From an optimization exercise on the open Yosys and OpenROAD flow, aimed at small area, a short achievable clock period and few clock cycles per item; shortcuts taken in it are not production practice. The RTL was checked by simulation tests, not by an equivalence proof against the original design. No activity file was given, so power comes from the tool's default toggle rates.

## sierra
Design divider, start of the top module:
module divider(quotient, remainder, done, divisor, dividend, start, clk, rst);
Size: about 1,500 cells after synthesis.
export LEC_CHECK = 0
export ABC_AREA = 1
export CAP_MARGIN = 20
export CORE_MARGIN = 2
export CORE_UTILIZATION = 40
export CTS_BUF_LIST = sky130_fd_sc_hd__clkbuf_8
export PLACE_DENSITY = 0.6
export SETUP_SLACK_MARGIN = 2.62
export SLEW_MARGIN = 20
export BUFFER_PORTS_ARGS = -buffer_cell sky130_fd_sc_hd__buf_1
create_clock -name core_clock -period 5.0 [get_ports {clk}]
standard.sh (not shown) runs the stock make flow with config.mk's settings and CLKGATE_MAP_FILE= SYNTH_SCRIPT=/design/flow/synth_recipe.tcl, a recipe that flattens the netlist after the stock synthesis.
==> flow/flow/run.sh <==
#!/bin/bash
# Own layout flow: the standard synthesis unchanged, then the standard ORFS
# steps with a few extra ORFS settings (flow/extra.mk) appended to config.mk
# after synthesis, so that synthesis is exactly the standard flow's.
set -euo pipefail
here="$(pwd)"
bash standard.sh synth > "$here/log_synth.txt" 2>&1
cat flow/extra.mk >> config.mk
bash standard.sh > "$here/log_layout.txt" 2>&1
==> flow/flow/extra.mk <==
export BUFFER_PORTS_ARGS = -buffer_cell sky130_fd_sc_hd__buf_1
Testbench counts of sierra, summed over its fixed seeds: cycles 15,277, items 2,048.
> inputs changed (sierra -> willow)
- changing SETUP_SLACK_MARGIN from 2.62 to 2.68
Compared with sierra, the detailed router inserted more vias in willow.
Diff willow..sierra | clock-buffer cell count | unchanged
Sequential power ended up about 2% higher on willow than on sierra.
Delta (willow minus sierra): final critical delay including setup and external delays has decreased; least setup slack across all paths after layout has increased.
diff inputs: willow => juniper
- a change of SETUP_SLACK_MARGIN from 2.68 to 2.65
- a change of CTS_BUF_LIST from sky130_fd_sc_hd__clkbuf_8 to sky130_fd_sc_hd__clkbuf_8 sky130_fd_sc_hd__clkbuf_16
Findings:
On final cell count, juniper and willow are neck and neck.
Compared to willow, juniper has share of the cycle needed by the critical path after routing 0.24 points higher.
The wire length of the first global-routing pass of juniper and that of willow are within noise of each other.
From willow to juniper the numbers moved as follows: share of the final layout cell area in sequential cells moved down, post-synthesis compound-gate area fraction level, fraction of power consumed by the clock network moved up, cell-internal power moved up.
Cmp juniper vs willow: count of cells along the worst register-to-register path higher in juniper
Status: sequential logic power parity (juniper, willow)
juniper does better than willow on violation count after the first detailed-routing iteration.
From juniper to willow, die outline height did not move at all.
Here is what was changed in the inputs of raven compared with juniper.
- CTS_BUF_LIST changed from sky130_fd_sc_hd__clkbuf_8 sky130_fd_sc_hd__clkbuf_16 to sky130_fd_sc_hd__clkbuf_8
- juniper → raven: part of the cycle the worst path needs went down 0.39 points; leakage power summed over all cells has decreased; total clock network power now smaller.
- raven ended with less critical path depth than juniper.
- raven -> juniper: last weighted congestion value of the routability-driven placer delta 0, exact match
- raven and juniper ended up with nearly the same total wire length after detailed routing.
- From juniper to raven the numbers moved as follows: relative contribution of the clock network to total power lost 2.9 points; register-to-register slack picked up an extra 0.02 ns.
- Diff juniper -> raven | power | decrease of 4.4%
- Combinational power was lower in the run labelled raven.
- raven: shortest period the worst path allows lower than juniper
The following lists how quartz was set up differently from raven:
- SETUP_SLACK_MARGIN changed from 2.65 to 2.6
## What came out
Clock share of power (lower): quartz. When quartz is measured against raven, its part of the power in combinational logic turns out 1.1 points higher. Diff quartz..raven | number of max-capacitance violations reported | unchanged. Higher non-clock buffer contribution to total cell area was reported by raven, not quartz. Comparing quartz and raven, the lower met1 layer usage reported by global route was measured on quartz. Relative to raven, quartz improves total power after layout.

========
Another version of the RTL of divider (not shown whole).
Size: ~930 cells after synthesis, about 100 flip-flops, roughly 130 I/O pins.
clock: 5.0 ns
lec_check: 0
cap_margin: 20
core_margin: 2
core_utilization: 40
place_density: 0.6
setup_slack_margin: 2.0
slew_margin: 20
buffer_ports_args: -buffer_cell sky130_fd_sc_hd__buf_1
Scripts as last shown in full above: flow/flow/run.sh, flow/flow/extra.mk
Testbench counts at the start, summed over its fixed seeds: cycles 15,180, items 2,048.
Next try:
==> flow/flow/extra.mk (replaced) <==
export BUFFER_PORTS_ARGS = -buffer_cell sky130_fd_sc_hd__buf_1
export RECOVER_POWER = 100
--- a/flow/config.mk
+++ b/flow/config.mk
@@ -10,5 +10,6 @@
 export CORE_UTILIZATION = 40
 export PLACE_DENSITY = 0.6
-export SETUP_SLACK_MARGIN = 2.0
+export SETUP_SLACK_MARGIN = 1.5
 export SLEW_MARGIN = 20
 export BUFFER_PORTS_ARGS = -buffer_cell sky130_fd_sc_hd__buf_1
+export RECOVER_POWER = 100
The changed run finished with max-capacitance violations, max-slew violations left.
Clock-buffer cell count stays the same.
Sequential power hardly moves.
Wire length falls by a few percent.
Next try:
==> flow/flow/extra.mk (replaced) <==
export BUFFER_PORTS_ARGS = -buffer_cell sky130_fd_sc_hd__buf_2
--- a/flow/config.mk
+++ b/flow/config.mk
@@ -12,4 +12,3 @@
 export SETUP_SLACK_MARGIN = 1.5
 export SLEW_MARGIN = 20
-export BUFFER_PORTS_ARGS = -buffer_cell sky130_fd_sc_hd__buf_1
-export RECOVER_POWER = 100
+export BUFFER_PORTS_ARGS = -buffer_cell sky130_fd_sc_hd__buf_2
=>
- The new run completed without violations
- non-clock buffer count is higher by 2
- wire length is higher by 1.5%
- global-route usage is higher by 0.34 points
- power is higher by about 2.8%
- combinational power is higher by 5.0%
- final area is higher by 3.1%
- via count is higher by about 0.8%
- core utilization is higher by 1.5 points
- maximum frequency is higher by about 20%
Next try:
==> flow/run.sh (new file) <==
#!/bin/bash
# synth_recipe.tcl (not shown) runs the flow's synth.tcl, then flattens the netlist and writes it again
# the make line also repeats each setting of config.mk as NAME=value (left out here)
make -C /OpenROAD-flow-scripts/flow DESIGN_CONFIG=/design/flow/config.mk WORK_HOME=/design/flow/orfs CLKGATE_MAP_FILE= SYNTH_SCRIPT=/design/flow/synth_recipe.tcl finish
--- a/flow/config.mk
+++ b/flow/config.mk
@@ -10,5 +10,4 @@
 export CORE_UTILIZATION = 40
 export PLACE_DENSITY = 0.6
-export SETUP_SLACK_MARGIN = 1.5
+export SETUP_SLACK_MARGIN = 2.5
 export SLEW_MARGIN = 20
-export BUFFER_PORTS_ARGS = -buffer_cell sky130_fd_sc_hd__buf_2
removed: flow/flow/run.sh
removed: flow/flow/extra.mk
removed: flow/standard.sh
Combinational power rises by 33%.
Area after synthesis stays the same.
Total power rises by about 22%.
Synthesized cell count stays the same.
Sequential share of layout area falls by 4.9 points.
Via count rises by 6.8%.
Next try:
==> flow/flow/run.sh (new file) <==
#!/bin/bash
# Own layout flow: the standard synthesis unchanged, then the standard ORFS
# steps with a few extra ORFS settings (flow/extra.mk) appended to config.mk
# after synthesis, so that synthesis is exactly the standard flow's.
set -euo pipefail
here="$(pwd)"
bash standard.sh synth > "$here/log_synth.txt" 2>&1
cat flow/extra.mk >> config.mk
bash standard.sh > "$here/log_layout.txt" 2>&1
==> flow/flow/extra.mk (new file) <==
export BUFFER_PORTS_ARGS = -buffer_cell sky130_fd_sc_hd__buf_1
==> flow/standard.sh (new file) <==
#!/bin/bash
# synth_recipe.tcl (not shown) runs the flow's synth.tcl, then flattens the netlist and writes it again
# the make line also repeats each setting of config.mk as NAME=value (left out here)
make -C /OpenROAD-flow-scripts/flow DESIGN_CONFIG=/design/flow/config.mk WORK_HOME=/design/flow/orfs CLKGATE_MAP_FILE= SYNTH_SCRIPT=/design/flow/synth_recipe.tcl "${@:-finish}"
--- a/flow/config.mk
+++ b/flow/config.mk
@@ -10,4 +10,5 @@
 export CORE_UTILIZATION = 40
 export PLACE_DENSITY = 0.6
-export SETUP_SLACK_MARGIN = 2.5
+export SETUP_SLACK_MARGIN = 1.5
 export SLEW_MARGIN = 20
+export BUFFER_PORTS_ARGS = -buffer_cell sky130_fd_sc_hd__buf_1
removed: flow/run.sh
Power drops by 20%.
Clock power climbs by about 1%.
Area after synthesis does not change.
Next try:
==> flow/run.sh (new file) <==
#!/bin/bash
# synth_recipe.tcl (not shown) runs the flow's synth.tcl, then flattens the netlist and writes it again
# the make line also repeats each setting of config.mk as NAME=value (left out here)
make -C /OpenROAD-flow-scripts/flow DESIGN_CONFIG=/design/flow/config.mk WORK_HOME=/design/flow/orfs CLKGATE_MAP_FILE= SYNTH_SCRIPT=/design/flow/synth_recipe.tcl finish
--- a/flow/config.mk
+++ b/flow/config.mk
@@ -10,5 +10,3 @@
 export CORE_UTILIZATION = 40
 export PLACE_DENSITY = 0.6
-export SETUP_SLACK_MARGIN = 1.5
 export SLEW_MARGIN = 20
-export BUFFER_PORTS_ARGS = -buffer_cell sky130_fd_sc_hd__buf_1
removed: flow/flow/run.sh
removed: flow/flow/extra.mk
removed: flow/standard.sh
=> Critical path depth went down by 1. Via count is about the same. Combinational power goes up by about 4%. Cell area climbs by 5.5%. Sequential share of layout area goes down by 1.5 points.

## static timing again, ports no longer ideal
No port has a modelled driver above. Below, the same layouts with a new extraction and two added sets of constraints. Step 1 sets driving cells, clkbuf_16 on the clock port and buf_2 on the other inputs (assumed; they add their load-dependent delay and slew). Step 2 moves the port delays by t, midway between the first and last clock arrival at a register: inputs arrive t later, outputs are due t later. That takes back most of the time a late clock gives input paths. Slacks: ideal / step 1 / step 2; pairs: ideal / step 1.
run	t (ns)	setup slack, ns	worst setup path after step 2	cell pins on the clock port's net
sierra	0.486	2.664 / 2.664 / 2.293	input to register	1
willow	0.508	2.733 / 2.722 / 2.326	input to register	1
juniper	0.469	2.721 / 2.721 / 2.334	input to register	1
raven	0.508	2.741 / 2.725 / 2.322	input to register	1
quartz	0.491	2.653 / 2.653 / 2.296	input to register	1
the first run of note 2	0.410	1.678 / 1.658 / 1.248	input to register	1
the second run of note 2	0.416	0.946 / 0.946 / 0.946	register to register	1
the third run of note 2	0.412	1.603 / 1.593 / 1.181	input to register	1
the fourth run of note 2	0.415	1.617 / 1.619 / 1.203	input to register	1
the fifth run of note 2	0.416	1.544 / 1.571 / 1.154	input to register	1
the sixth run of note 2	0.408	0.892 / 0.918 / 0.510	input to register	1
For the first run of note 2, which loses most, drivers alone change the setup slack by -0.020 ns; drivers and shift together by -0.430 ns.
